This is an optimization exercise on Yosys and OpenROAD, whose aim is small area, a short achievable clock period and few clock cycles per item, not a production implementation.
Only simulation tests tie the RTL to the original design; equivalence was not proved.
No activity file was given, so power comes from the tool's default toggle rates.

## flow/design.v (module list and top-level ports; edited modules follow where they fit)
// module multiplier: 4431 lines
module multiplier(
    input clk,
    input logic valid_in,
    input logic[31:0] a,
    input logic[31:0] b,
    output logic valid_out,
    output logic[63:0] r
);
  // ...
==> flow/flow/run.sh <==
#!/bin/bash
# The standard layout, with two changes to how it is made:
# - Yosys's generic abc pass in synth's fine stage is skipped (SYNTH_ARGS=-noabc)
#   so that extract_fa maps the RTL's carry-save full adders to adder cells
#   without inverters between them; the final abc mapping is unchanged.
# - every input and output port is still buffered, but with sky130_fd_sc_hd__buf_4
#   instead of the slow delay buffer buffer_ports picks by default.
set -euo pipefail
cd "$(dirname "$0")/.."
bash standard.sh SYNTH_ARGS=-noabc "BUFFER_PORTS_ARGS=-buffer_cell sky130_fd_sc_hd__buf_4" finish > standard_make.log 2>&1
==> flow/standard.sh <==
#!/bin/bash
# synth_recipe.tcl (not shown) runs the flow's synth.tcl, then flattens the netlist and writes it again
# the make line also repeats each setting of config.mk as NAME=value (left out here)
make -C /OpenROAD-flow-scripts/flow DESIGN_CONFIG=/design/flow/config.mk WORK_HOME=/design/flow/orfs CLKGATE_MAP_FILE= SYNTH_SCRIPT=/design/flow/synth_recipe.tcl "${@:-finish}"
==> flow/config.mk <==
export PLATFORM = sky130hd
export DESIGN_NAME = multiplier
export DESIGN_NICKNAME = multiplier
export VERILOG_FILES = /design/flow/design.v
export SDC_FILE = /design/flow/constraint.sdc
export NUM_CORES = 4
export LEC_CHECK = 0
export ABC_CLOCK_PERIOD_IN_PS = 3000
export CAP_MARGIN = 20
export CORE_MARGIN = 2
export CORE_UTILIZATION = 60
export SETUP_SLACK_MARGIN = 2.75
export SLEW_MARGIN = 20
==> flow/constraint.sdc <==
create_clock -name core_clock -period 8.0 [get_ports {clk}]
set_input_delay 1.6000 -clock core_clock [delete_from_list [all_inputs] [get_ports {clk}]]
set_output_delay 1.6000 -clock core_clock [all_outputs]
set_load 0.01 [all_outputs]
==> flow_summary.yaml, run 1 <==
placement:
  dp.cells: 3338
  gp_congestion: 1.02
  placed_cell_area_um2: 29400
finish:
  multi_input_area_share: 0.738
  max_flop_register: "xr"
  utilization: 0.717
  finalNonFillerCells: 3494
synthesis:
  yosysMostFrequentCell: "xnor2_1"
  synth-edff-count: 127
  synthFlopType: "edfxtp_1"
  synth_compound_area_frac: 0.177
  yosysTopAreaCellShare: 0.340
  synth.area.mux_share: 0
  synth_nets: 3472
  yosysUniqueCellTypes: 66
sta:
  finalHoldViolations: 0
  whs_ns: 1.52
  fin_crit_sh: 0.668
  setup_ws_ns: 2.66
worst_setup_path:
  worst-path-max-fanout: 12
  worstSetupPathType: "in -> reg"
worst_hold_path:
  hold_depth: 1
route:
  vias: 24950
  drtAntennaViolNets: 0
grt:
  grt_max_degree: 74
  grt_util_met1: 0.605
  grt_overflow: 0
clock_network:
  cts-root-buf: "clkbuf_16"
  post_cts_buffers: 57
  htreeDepth: 4
floorplan:
  ios: 131
  die_w_um: 218
outcome:
  outcome: "no timing/DRC/antenna violations"
Testbench counts, summed over its fixed seeds: cycles 16,000, items 16,000.
==> run 2, diff against run 1 <==
--- a/flow/config.mk
+++ b/flow/config.mk
@@ -10,4 +10,4 @@
 export CORE_MARGIN = 2
 export CORE_UTILIZATION = 60
-export SETUP_SLACK_MARGIN = 2.75
+export SETUP_SLACK_MARGIN = 2.25
 export SLEW_MARGIN = 20
==> run 2 against run 1 <==
  * Combinational power barely moved
  * Final cell count fell by 3.2%
  * Synthesized cell count did not move
  * Worst hold slack got worse by 0.037 ns
  * Still clean
  * Highest routed layer unchanged
  * Wire length fell by 6.4%
  * Largest power group unchanged
  * Die area did not move
  * Sequential share of layout area rose by 1.1 points
  * Clock power rose by 8.0%
  * Largest cell class unchanged
  * Utilization fell by 6.1 points
  * Design area fell by 8.5%
==> flow_summary.yaml, run 2 <==
outcome:
  outcome: "no timing/DRC/antenna violations"
clock_network:
  holdBufCountCts: 0
  clock_path_buffers: 2
  cts_tree: "built"
  htreeDepth: 4
  path_clk_slew_ns: 0.06
  cts.sinks: 127
  cts-root-buf: "clkbuf_16"
  cts-buffers-inserted: 17
grt:
  grt_max_degree: 70
  grt_pass1_wl_mm: 149
  antenna_found_initial: 0
  grt_pass1_vias: 23379
  grt_use_total: 0.429
  grt_overflow: 0
synthesis:
  synthFlopType: "edfxtp_1"
  yosysSeqAreaShare: 0.138
  yosysWarnings: 1
  synth_area_per_cell_um2: 9.82
  synth_compound_area_frac: 0.177
  synth_top_family_by_area: "adder cells"
  synthTopCellsByArea: "fa_1 (34%), xnor2_1 (16%), edfxtp_1 (14%)"
  syn-instance-count: 2807
  synth-edff-count: 127
  yosysUniqueCellTypes: 66
  synth.area.mux_share: 0
  synth_nets: 3472
  yosys.area_share.xor_xnor: 0.173
  synth_simple_gate_area_frac: 0.0638
  synthTopCellsByCount: "xnor2_1 (501), fa_1 (468), o22ai_1 (460)"
  yosysTopAreaCell: "fa_1"
  ys_seq_elements: 127
  synthArstFlopShare: 0
  yosysTopAreaCellShare: 0.340
  synth_fa_ha_area_frac: 0.399
  synth_area_um2: 27600
  yosysMostFrequentCell: "xnor2_1"
route:
  met3_length_mm: 14.7
  drtAntennaViolNets: 0
  top_layer: "met5"
  drt_drc_violations_left: 0
  wl_per_cell_um: 29.8
  met1_length_mm: 38.1
  first_pass_iters: 6
  met2WireLength_mm: 42.9
  drt_iter0_drc: 3141
  vias: 23708
  viasPerCell: 7.01
  routed_wl_mm: 101
power_and_ir_drop:
  pwr-share-clk: 0.058
  sw_frac_of_total: 0.501
  internal-power_mw: 7.46
  p_switching_mw: 7.49
  p_leak_nw: 11.2
  power_frac_seq: 0.132
  combinationalPowerShare: 0.810
  power_density_nw_per_um2: 502
  vdd_drop_max_mv: 0.938
floorplan:
  core_area_um2: 45400
  start_util: 0.608
  ios: 131
  rows: 78
  die_w_um: 218
  die_h_um: 218
  dieArea_um2: 47700
finish:
  finalNonFillerCells: 3382
  max_flop_register: "xr"
  area_delta_synth_final_pct: 7.95
  register_area_um2: 3810
  final_common_cell: "xnor2_1"
  finalInstanceArea_um2: 29800
  antenna_cells: 0
  layout_common_cells: "xnor2_1 (501), fa_1 (468), o22ai_1 (459)"
  nets: 3434
  largest_reg_flops: 64
  drive_gt1_frac: 0.102
  num-fill-cells: 3740
  multi_input_area_um2: 22600
  biggestRegsByFlops: "xr: 64 flops, yr: 63 flops"
sta:
  tightest_slew_ns: 1.03
  setup_tns_ns: 0
  final-max-slew-violation-count: 0
  period_needed_ns: 5.70
  finalHoldViolations: 0
  setup_ws_ns: 2.30
  rsz0062_at_grt: "false"
  slew_headroom: 0.310
  fmax_ghz: 0.176
  fin_crit_sh: 0.712
  setup_viol: 0
  whs_ns: 1.48
worst_setup_path:
  required_ns: 8.17
  worstSetupPathType: "in -> reg"
  cp.arrival_ns: 5.87
  start_kind: "primary input"
  worst-path-max-fanout: 20
  worst_setup_path_end_kind: "register"
placement:
  hpwl_mm: 77.5
  port_buffers: 129
  placed_cell_area_um2: 28900
  dp_slack_ns: 1.36
  gp_congestion: 0.978
  dp.cells: 3345
job:
  max_cap_viol_count: 0
worst_hold_path:
  hp-class: "in -> reg"
[run 2: per-stage QoR]
step / util / power [mW]
after floorplan: - / 9.20
after global placement: 0.636 / 13.3
after detailed placement: 0.636 / 13.6
after CTS: 0.652 / 14.6
after global routing: 0.656 / 16.0
final: 0.656 / 15.0
[run 2: logic make-up (layout without fill, tap and decap cells)]
logic type | Yosys count | count (layout)
other cells | 1 | 1
fa+ha+maj | 599 | 599
buf+inv | 355 | 330
xor+xnor | 544 | 544
compound gates | 782 | 782
flops | 127 | 127
simple gates | 399 | 399
[run 2: final cells by class]
class,count,area share
timing repair buffer,192,0.0504
inverter,105,0.0163
multi-input combinational,2325,0.758
tap,600,0.0252
timing repair inverter,1,0.000294
clock inverter,14,0.00685
clock buffer,18,0.0144
sequential,127,0.128
[run 2: worst max-delay path, stage by stage]
cell and delay (ns):
buf_4 0.15, ha_1 0.30, inv_1 0.70, buf_4 0.39
o22ai_1 0.14, fa_1 0.47, fa_1 0.50, fa_1 0.51
fa_1 0.55, fa_1 0.54
[run 2: per-layer routing]
| layer | vias up | track usage |
|---|---|---|
| met3 | 319 | 0.161 |
| met2 | 1837 | 0.618 |
| met1 | 11706 | 0.574 |
| li1 | 9844 | - |
| met5 | - | 0.00521 |
| met4 | 2 | 0.200 |
[run 2: repair_timing]
action	4_1_cts	5_1_grt
resized for setup	13	46
buffers inserted	3	1
pin swaps	0	0
setup endpoints to repair	42	53
gates cloned	0	1
[run 2: path summary, 6_finish.rpt]
check	to	depth (start not counted)	from	slack (ns)
setup / recovery	yr[45]$_DFFE_PP_	10	a[19]	2.30
hold / removal	xr[0]$_DFFE_PP_	1	a[1]	1.48
[run 2: power by group through the flow]
| stage | combinational, mW | clock, mW | sequential [mW] |
|---|---|---|---|
| final | 12.1 | 0.868 | 1.97 |
| after detailed placement | 11.7 | 0 | 1.96 |
| after global placement | 11.3 | 0 | 1.95 |
| after global routing | 13.2 | 0.901 | 1.98 |
| after floorplan | 7.37 | 0 | 1.83 |
| after CTS | 11.8 | 0.880 | 1.94 |
==> run 3, diff against run 2 <==
--- a/flow/config.mk
+++ b/flow/config.mk
@@ -10,4 +10,4 @@
 export CORE_MARGIN = 2
 export CORE_UTILIZATION = 60
-export SETUP_SLACK_MARGIN = 2.25
+export SETUP_SLACK_MARGIN = 2.0
 export SLEW_MARGIN = 20
==> run 3 against run 2 <==
  * Non-clock buffer count increased by 10
  * Largest cell class unchanged
  * Flip-flop and latch count unchanged
  * Final cell count is 0.30% higher
  * Critical endpoint is now yr[40]$_DFFE_PP_
  * Design area shrank 0.38%
  * Maximum frequency down 3.1%
  * Worst setup slack worse by 0.18 ns
==> flow_summary.yaml, run 3 <==
clock_network:
  holdBufCountCts: 0
  clock_path_buffers: 2
  cts-buffers-inserted: 17
  cts.sinks: 127
  cts_tree: "built"
  path_clk_slew_ns: 0.06
  cts-root-buf: "clkbuf_16"
  htreeDepth: 4
route:
  vias: 23668
  viasPerCell: 6.98
  drt_drc_violations_left: 0
  drtAntennaViolNets: 0
  drt_iter0_drc: 3321
  routed_wl_mm: 99.8
  wl_per_cell_um: 29.4
  first_pass_iters: 6
sta:
  final-max-slew-violation-count: 0
  slew_headroom: 0.184
  rsz0062_at_grt: "false"
  setup_tns_ns: 0
  whs_ns: 1.64
  finalHoldViolations: 0
  fmax_ghz: 0.170
  setup_viol: 0
  fin_crit_sh: 0.735
  period_needed_ns: 5.88
  tightest_slew_ns: 1.22
synthesis:
  synth_area_per_cell_um2: 9.82
  yosysWarnings: 1
  synthFlopType: "edfxtp_1"
  synth_nets: 3472
  yosysSeqAreaShare: 0.138
  synth_area_um2: 27600
  synthTopCellsByArea: "fa_1 (34%), xnor2_1 (16%), edfxtp_1 (14%)"
  synth-edff-count: 127
  ys_seq_elements: 127
  yosysTopAreaCellShare: 0.340
  syn-instance-count: 2807
  yosysUniqueCellTypes: 66
  synthArstFlopShare: 0
  synthTopCellsByCount: "xnor2_1 (501), fa_1 (468), o22ai_1 (460)"
  yosysMostFrequentCell: "xnor2_1"
  yosysTopAreaCell: "fa_1"
placement:
  placed_cell_area_um2: 28900
  port_buffers: 129
  hpwl_mm: 76.6
  gp_congestion: 0.999
finish:
  biggestRegsByFlops: "xr: 64 flops, yr: 63 flops"
  layout_common_cells: "xnor2_1 (501), fa_1 (468), o22ai_1 (460)"
  drive_gt1_frac: 0.102
  num-fill-cells: 3726
  nets: 3443
  final_common_cell: "xnor2_1"
  max_flop_register: "xr"
  area_delta_synth_final_pct: 7.55
  largest_reg_flops: 64
  finalInstanceArea_um2: 29700
worst_setup_path:
  start_kind: "primary input"
  worst_setup_path_end_kind: "register"
  cp_slowest_cell: "fa_1"
  cp.arrival_ns: 6.08
  crit_path_frequent_cell: "fa_1"
  worst-path-max-fanout: 18
  cpPeakStageDelay_ns: 0.71
  worstPathCellList: "buf_4, ha_1, nand2b_1, inv_2, buf_4, xnor2_1, o22ai_1, fa_1, fa_1, fa_1, fa_1, fa_1"
  worstSetupPathType: "in -> reg"
  required_ns: 8.20
job:
  max_cap_viol_count: 0
floorplan:
  die_w_um: 218
  die_h_um: 218
  start_util: 0.608
  core_area_um2: 45400
  ios: 131
  rows: 78
  dieArea_um2: 47700
grt:
  grt_use_total: 0.426
  grt_pass1_wl_mm: 148
  antenna_found_initial: 2
  grt_max_degree: 88
  met3_usage: 0.143
  grt_overflow: 0
  grt_util_met1: 0.578
  grt-busiest-layer: "met2"
  grt_pass1_vias: 23563
  gr-usage-met2: 0.617
power_and_ir_drop:
  power_density_nw_per_um2: 485
  power.total_mw: 14.4
  p_leak_nw: 11.2
  vdd_drop_max_mv: 0.486
worst_hold_path:
  hp-class: "in -> reg"
outcome:
  outcome: "no timing/DRC/antenna violations"
[run 3: critical path, delay by kind of cell]
kind	cells	cell delay, ns
buffers and inverters	3	1.00
xor gates and xnor gates	1	0.23
and+or+nand+nor	1	0.24
adders and majority gates	6	2.77
AOI/OAI and AO/OA	1	0.22
[run 3: stage by stage]
stage | setup slack (ns) | util | instances
6_report | 2.12 | 0.654 | 3392
5_1_grt | 2.03 | 0.653 | 3391
4_1_cts | 2.01 | 0.651 | 3385
3_5_place_dp | 1.50 | 0.637 | 3353
3_3_place_gp | 1.53 | 0.637 | 3353
2_1_floorplan | 2.03 | - | 2807
[run 3: area by class of cell]
type | instances | area (um2) | share of cell area
inverters | 105 | 407 | 0.0137
flip-flops and latches | 127 | 3810 | 0.129
repair buffers | 202 | 1560 | 0.0524
well taps | 600 | 751 | 0.0253
multi-input cells | 2325 | 22500 | 0.759
clock inverters | 15 | 208 | 0.00700
clock buffers | 17 | 425 | 0.0143
diodes | 1 | 2.50 | 0.0000844
[run 3: kinds of logic after synthesis]
kind of cell               after synthesis  synth area share
AOI/OAI and AO/OA                      782             0.177
other                                    1          0.000136
adders and majority gates              599             0.399
xor gates and xnor gates               544             0.173
DFF                                    127             0.138
and+or+nand+nor                        399            0.0638
buffers and inverters                  355            0.0490
[run 3: path summary, 6_finish.rpt]
kind | startpoint | end | slack [ns] | cells after the start
worst max-delay path | a[21] | yr[40]$_DFFE_PP_ | 2.12 | 12
worst min-delay path | a[1] | xr[0]$_DFFE_PP_ | 1.64 | 1
[run 3: per-layer routing]
layer / wire, um / share of wire
met1: 38500 / 0.39
met2: 42300 / 0.42
met3: 14000 / 0.14
met4: 5040 / 0.051
met5: 22 / 0.00022
[run 3: repair_timing]
| item | CTS | global route |
|---|---|---|
| gates cloned | 0 | 0 |
| gates resized for setup | 2 | 13 |
| buffers inserted | 0 | 6 |
| endpoints found under the hold margin | 0 | 0 |
| endpoints found under the setup margin | 4 | 29 |
[run 3: where the power goes]
group	leakage, nW	internal, mW	switching, mW	total (mW)
combinational	9.70	5.04	6.45	11.5
clock	0.304	0.525	0.357	0.883
sequential	1.24	1.76	0.254	2.01
==> run 4, diff against run 3 <==
--- a/flow/config.mk
+++ b/flow/config.mk
@@ -9,5 +9,5 @@
 export CAP_MARGIN = 20
 export CORE_MARGIN = 2
-export CORE_UTILIZATION = 60
-export SETUP_SLACK_MARGIN = 2.0
+export CORE_UTILIZATION = 70
+export SETUP_SLACK_MARGIN = 2.5
 export SLEW_MARGIN = 20
==> run 4 against run 3 <==
  * Still clean on timing, DRC and antenna
  * Via count is 7.3% higher
  * Worst hold slack worse by 0.18 ns
  * Total power is 2.9% higher
  * Utilization is 14 points higher
  * Area after synthesis stayed put
  * Clock-buffer cell count stayed put
  * Highest routed layer unchanged
==> flow_summary.yaml, run 4 <==
clock_network:
  cts-root-buf: "clkbuf_16"
  clock_path_buffers: 2
  holdBufCountCts: 0
  htreeDepth: 4
  path_clk_slew_ns: 0.07
  cts_tree: "built"
  cts.sinks: 127
  cts-buffers-inserted: 17
sta:
  setup_viol: 0
  final-max-slew-violation-count: 0
  tightest_slew_ns: 1.15
  slew_headroom: 0.234
  rsz0062_at_grt: "true"
  period_needed_ns: 5.59
  setup_tns_ns: 0
  finalHoldViolations: 0
  fmax_ghz: 0.179
  fin_crit_sh: 0.698
floorplan:
  die_w_um: 202
  rows: 72
  core_area_um2: 38700
  ios: 131
  die_h_um: 202
  dieArea_um2: 41000
  start_util: 0.712
finish:
  nets: 3491
  drive_gt1_frac: 0.147
  layout_common_cells: "xnor2_1 (487), o22ai_1 (451), fa_1 (445)"
  largest_reg_flops: 64
  area_delta_synth_final_pct: 11.9
  final_common_cell: "xnor2_1"
  biggestRegsByFlops: "xr: 64 flops, yr: 63 flops"
  finalInstanceArea_um2: 30900
  max_flop_register: "xr"
worst_setup_path:
  worstSetupPathType: "in -> reg"
  cp-startpoint: "a[5]"
  start_kind: "primary input"
  required_ns: 8.23
  cp-endpoint: "yr[37]$_DFFE_PP_"
  cp.arrival_ns: 5.81
  worst-path-max-fanout: 16
  worst_setup_path_end_kind: "register"
route:
  vias: 25388
  first_pass_iters: 10
  viasPerCell: 7.55
  routed_wl_mm: 106
  drt_drc_violations_left: 0
  drtAntennaViolNets: 0
  wl_per_cell_um: 31.5
  drt_iter0_drc: 4662
synthesis:
  syn-instance-count: 2807
  yosysSeqAreaShare: 0.138
  yosysTopAreaCell: "fa_1"
  yosysTopAreaCellShare: 0.340
  synth-edff-count: 127
  synth_area_per_cell_um2: 9.82
  yosysWarnings: 1
  synthArstFlopShare: 0
  yosysUniqueCellTypes: 66
  synth_nets: 3472
  synth_area_um2: 27600
  ys_seq_elements: 127
  synthTopCellsByCount: "xnor2_1 (501), fa_1 (468), o22ai_1 (460)"
  yosysMostFrequentCell: "xnor2_1"
  synthFlopType: "edfxtp_1"
  synthTopCellsByArea: "fa_1 (34%), xnor2_1 (16%), edfxtp_1 (14%)"
power_and_ir_drop:
  p_leak_nw: 11.7
  power_density_nw_per_um2: 480
  vdd_drop_max_mv: 0.477
  power.total_mw: 14.8
outcome:
  outcome: "no timing/DRC/antenna violations"
grt:
  grt_pass1_vias: 25360
  grt_overflow: 0
  grt_use_total: 0.508
  grt_pass1_wl_mm: 154
  grt_max_degree: 76
  antenna_found_initial: 4
job:
  max_cap_viol_count: 0
placement:
  hpwl_mm: 75.8
  port_buffers: 129
  gp_congestion: 1.07
  placed_cell_area_um2: 28900
worst_hold_path:
  hp-class: "in -> reg"
## run 4: cell counts after synthesis
Identical to the previous run, type by type.
## run 4: logic make-up after synthesis
group | after synthesis | share of synthesized area
adders and majority gates | 599 | 0.399
xor gates and xnor gates | 544 | 0.173
AOI/OAI and AO/OA | 782 | 0.177
buffers and inverters | 355 | 0.0490
DFF | 127 | 0.138
and+or+nand+nor | 399 | 0.0638
other | 1 | 0.000136
## run 4: power breakdown
| part | leakage (nW) | internal (mW) | switching, mW |
|---|---|---|---|
| clock network | 0.291 | 0.468 | 0.374 |
| registers | 1.24 | 1.76 | 0.283 |
| logic | 10.1 | 5.23 | 6.69 |
| total | 11.7 | 7.46 | 7.35 |
## run 4: cell type report
type                    count  area (um2)
fillers                  2383        7880
repair buffers            240        2030
flip-flops and latches    127        3810
clock buffers              17         425
repair inverters            9        68.8
inverters                 105         642
well taps                 518         648
multi-input cells        2326       23000
clock inverters            15         173
diodes                      4        10.0
## run 4: worst min-delay path by stage
| stage | start | endpoint | slack, ns | cells past startpoint |
|---|---|---|---|---|
| detailed placement | a[31] | xr[63]$_DFFE_PP_ | 2.15 | 2 |
| CTS | a[1] | xr[0]$_DFFE_PP_ | 1.49 | 1 |
| finish | a[1] | xr[0]$_DFFE_PP_ | 1.46 | 1 |
| global route | a[1] | xr[0]$_DFFE_PP_ | 1.45 | 1 |
| floorplan | a[1] | xr[0]$_DFFE_PP_ | 1.70 | 0 |
| global placement | a[31] | xr[63]$_DFFE_PP_ | 2.13 | 2 |
## run 4: worst max-delay path: stages
cell	delay, ns
buf_4	0.15
ha_1	0.15
nand2b_4	0.20
clkinv_8	0.15
xnor2_1	0.19
o22ai_1	0.44
fa_1	0.54
fa_1	0.54
fa_2	0.47
fa_1	0.40
fa_1	0.54
fa_1	0.42
## run 4: timing repair
| item | in CTS | in global routing |
|---|---|---|
| setup endpoints to repair | 79 | 52 |
| resized for setup | 64 | 89 |
| cloned | 6 | 6 |
| setup buffers | 20 | 32 |
| pin swaps | 0 | 5 |
## run 4: layer usage
layer	vias up	global-route usage	wire, um
li1	9934	-	-
met3	715	0.222	17900
met1	12168	0.639	36000
met2	2565	0.732	43500
met4	6	0.296	8350
met5	-	0.00357	80
## run 4: per-stage QoR
| step | util | hold WS (ns) | worst slack, ns | cells |
|---|---|---|---|---|
| after detailed placement | 0.745 | 2.15 | 1.55 | 3261 |
| after global placement | 0.745 | 2.13 | 1.66 | 3261 |
| final | 0.796 | 1.46 | 2.41 | 3361 |
| after global routing | 0.796 | 1.45 | 2.36 | 3357 |
| after floorplan | - | 1.70 | 2.46 | 2807 |
| after CTS | 0.775 | 1.49 | 2.48 | 3319 |
==> run 5, diff against run 4 <==
--- a/flow/config.mk
+++ b/flow/config.mk
@@ -9,5 +9,5 @@
 export CAP_MARGIN = 20
 export CORE_MARGIN = 2
-export CORE_UTILIZATION = 70
+export CORE_UTILIZATION = 60
 export SETUP_SLACK_MARGIN = 2.5
 export SLEW_MARGIN = 20
==> run 5 against run 4 <==
  * Critical path type unchanged
  * Global-route usage shrank 8.3 points
  * Worst hold slack gained 0.011 ns
  * Clock power shrank 3.6%
  * Area after synthesis is the same
  * Design area shrank 0.92%
  * Die area grew 16%
  * Flip-flop and latch count is the same
  * Sequential share of layout area grew 0.11 points
  * Final cell count grew 1.8%
==> flow_summary.yaml, run 5 <==
synthesis:
  synth-edff-count: 127
  synth_simple_gate_area_frac: 0.0638
  yosysMostFrequentCell: "xnor2_1"
  yosysSeqAreaShare: 0.138
  synthFlopType: "edfxtp_1"
  yosysTopAreaCell: "fa_1"
  synthArstFlopShare: 0
  synth_nets: 3472
  ys_seq_elements: 127
  synthTopCellsByArea: "fa_1 (34%), xnor2_1 (16%), edfxtp_1 (14%)"
  synth_area_per_cell_um2: 9.82
  syn-instance-count: 2807
  synth_top_family_by_area: "adder cells"
  yosysWarnings: 1
  yosysTopAreaCellShare: 0.340
  synth_fa_ha_area_frac: 0.399
  yosysUniqueCellTypes: 66
  synth_area_um2: 27600
  synthTopCellsByCount: "xnor2_1 (501), fa_1 (468), o22ai_1 (460)"
  synth_compound_area_frac: 0.177
  synth.area.mux_share: 0
  yosys.area_share.xor_xnor: 0.173
placement:
  hpwl_mm: 76.7
  placed_cell_area_um2: 29000
  gp_congestion: 1.03
  port_buffers: 129
grt:
  grt_pass1_vias: 23443
  grt_use_total: 0.425
  grt_max_degree: 69
  grt_pass1_wl_mm: 148
  grt_overflow: 0
  antenna_found_initial: 2
finish:
  final_common_cell: "xnor2_1"
  nets: 3473
  biggestRegsByFlops: "xr: 64 flops, yr: 63 flops"
  largest_reg_flops: 64
  drive_gt1_frac: 0.135
  layout_common_cells: "xnor2_1 (488), o22ai_1 (457), fa_1 (451)"
  num-fill-cells: 3618
  register_area_um2: 3810
  area_delta_synth_final_pct: 10.9
  multi_input_area_um2: 22900
  max_flop_register: "xr"
  finalInstanceArea_um2: 30600
worst_hold_path:
  hold_start: "a[1]"
  hold_depth: 1
  holdPathEnd: "xr[0]$_DFFE_PP_"
  hp-class: "in -> reg"
sta:
  final-max-slew-violation-count: 0
  finalHoldViolations: 0
  fin_crit_sh: 0.689
  fmax_ghz: 0.181
  tightest_slew_ns: 0.976
  setup_tns_ns: 0
  slew_headroom: 0.349
  rsz0062_at_grt: "true"
  setup_viol: 0
  whs_ns: 1.47
  period_needed_ns: 5.51
floorplan:
  core_area_um2: 45400
  dieArea_um2: 47700
  start_util: 0.608
  ios: 131
  rows: 78
  die_w_um: 218
  die_h_um: 218
worst_setup_path:
  cpPeakStageDelay_ns: 0.58
  start_kind: "primary input"
  worstSetupPathType: "in -> reg"
  cp.arrival_ns: 5.69
  worst-path-max-fanout: 10
  crit_path_frequent_cell: "fa_1"
  cp_slowest_cell: "fa_1"
  required_ns: 8.17
  worstPathCellList: "buf_4, ha_1, clkinvlp_2, o22ai_1, ha_1, fa_1, fa_1, fa_2, fa_1, fa_1"
  cp_num_buf_inv: 2
  worst_setup_path_end_kind: "register"
  crit_family: "adder cells"
route:
  wl_per_cell_um: 29.7
  drt_drc_violations_left: 0
  first_pass_iters: 8
  drtAntennaViolNets: 0
  vias: 23870
  drt_iter0_drc: 3413
  viasPerCell: 6.97
  routed_wl_mm: 102
power_and_ir_drop:
  p_leak_nw: 11.5
  power_density_nw_per_um2: 480
  vdd_drop_max_mv: 0.580
clock_network:
  cts-root-buf: "clkbuf_16"
  cts_tree: "built"
  holdBufCountCts: 0
  htreeDepth: 4
  clock_path_buffers: 2
  path_clk_slew_ns: 0.08
  cts-buffers-inserted: 17
  cts.sinks: 127
outcome:
  outcome: "no timing/DRC/antenna violations"
job:
  max_cap_viol_count: 0
-- run 5: metrics by stage --
| step | total power, mW | utilization | setup WS [ns] | instances |
|---|---|---|---|---|
| CTS | 14.3 | 0.658 | 2.46 | 3384 |
| global placement | 13.1 | 0.639 | 1.68 | 3346 |
| detailed placement | 13.4 | 0.639 | 1.66 | 3346 |
| floorplan | 9.27 | - | 2.46 | 2807 |
| finish | 14.7 | 0.674 | 2.49 | 3423 |
| global route | 15.8 | 0.673 | 2.46 | 3420 |
-- run 5: worst max path at each step --
stage,cells after the start,to,slack [ns],startpoint
after floorplan,12,yr[31]$_DFFE_PP_,2.46,a[1]
after global placement,13,yr[29]$_DFFE_PP_,1.68,a[13]
after detailed placement,13,yr[29]$_DFFE_PP_,1.66,a[13]
after CTS,11,r[60],2.46,xr[11]$_DFFE_PP_
after global routing,12,yr[29]$_DFFE_PP_,2.46,a[23]
final,10,xr[41]$_DFFE_PP_,2.49,a[9]
-- run 5: power breakdown --
group	internal [mW]	leakage (nW)	switching, mW
Clock	0.456	0.267	0.355
Combinational	5.17	9.97	6.68
Sequential	1.76	1.24	0.251
Total	7.39	11.5	7.28
-- run 5: area by class of cell --
| type | instances | share of cell area |
|---|---|---|
| sequential | 127 | 0.125 |
| inverter | 105 | 0.0205 |
| timing repair inverter | 8 | 0.00188 |
| antenna | 3 | 0.000246 |
| clock inverter | 13 | 0.00454 |
| tap | 600 | 0.0246 |
| clock buffer | 18 | 0.0140 |
| multi-input combinational | 2325 | 0.749 |
| timing repair buffer | 224 | 0.0607 |
-- run 5: per-layer routing --
metal | vias to the layer above | share of wire | track usage
li1 | 9928 | - | -
met4 | 4 | 0.047 | 0.176
met3 | 325 | 0.15 | 0.163
met2 | 1894 | 0.42 | 0.619
met5 | - | 0.00028 | 0
met1 | 11719 | 0.38 | 0.570
-- run 5: logic make-up (layout without fill, tap and decap cells) --
logic type               Yosys count  count (layout)
AO/OA/AOI/OAI                    782             782
AND/OR/NAND/NOR                  399             399
buffers and inverters            355             368
flip-flops                       127             127
XOR/XNOR                         544             544
other                              1               4
adder cells (fa/ha/maj)          599             599
-- run 5: timing repair --
action                                  CTS  global route
buffers inserted                          7            28
resized for setup                        44            76
endpoints found under the setup margin   79            71
cloned                                    0             8
pin swaps                                 0             3

[separate check: timing with driven ports]
Ports are ideal in the flow. The routed layouts listed here were re-timed in OpenROAD.
Step 1 assumes that a clkbuf_16 drives the clock port and a buf_2 every other input.
Step 2, shift: input delay + t, output delay - t, t = (earliest + latest rising clock arrival at the registers) / 2. This alone moves slack from input paths to output paths.
a / b / c = ideal / step 1 / step 2; a / b = the first two.
run | t (ns) | setup slack, ns | worst hold slack (ns) | worst setup path at the end | slew at the worst register clock pin (ns)
run 1 | 0.556 | 2.655 / 2.617 / 2.061 | 1.521 / 1.541 / 2.097 | input to register | 0.08 / 0.08
run 2 | 0.530 | 2.305 / 2.339 / 1.809 | 1.484 / 1.467 / 1.998 | input to register | 0.07 / 0.07
run 3 | 0.520 | 2.123 / 2.072 / 1.640 | 1.644 / 1.614 / 2.133 | input to register | 0.08 / 0.08
run 4 | 0.530 | 2.412 / 2.429 / 1.900 | 1.463 / 1.573 / 2.103 | input to register | 0.08 / 0.08
run 5 | 0.535 | 2.489 / 2.530 / 1.995 | 1.474 / 1.443 / 1.978 | input to register | 0.08 / 0.08
After both steps every run listed still meets setup and hold. The setup slack of run 1, which loses most, moves by -0.038 ns with the drivers and by -0.594 ns with both steps.
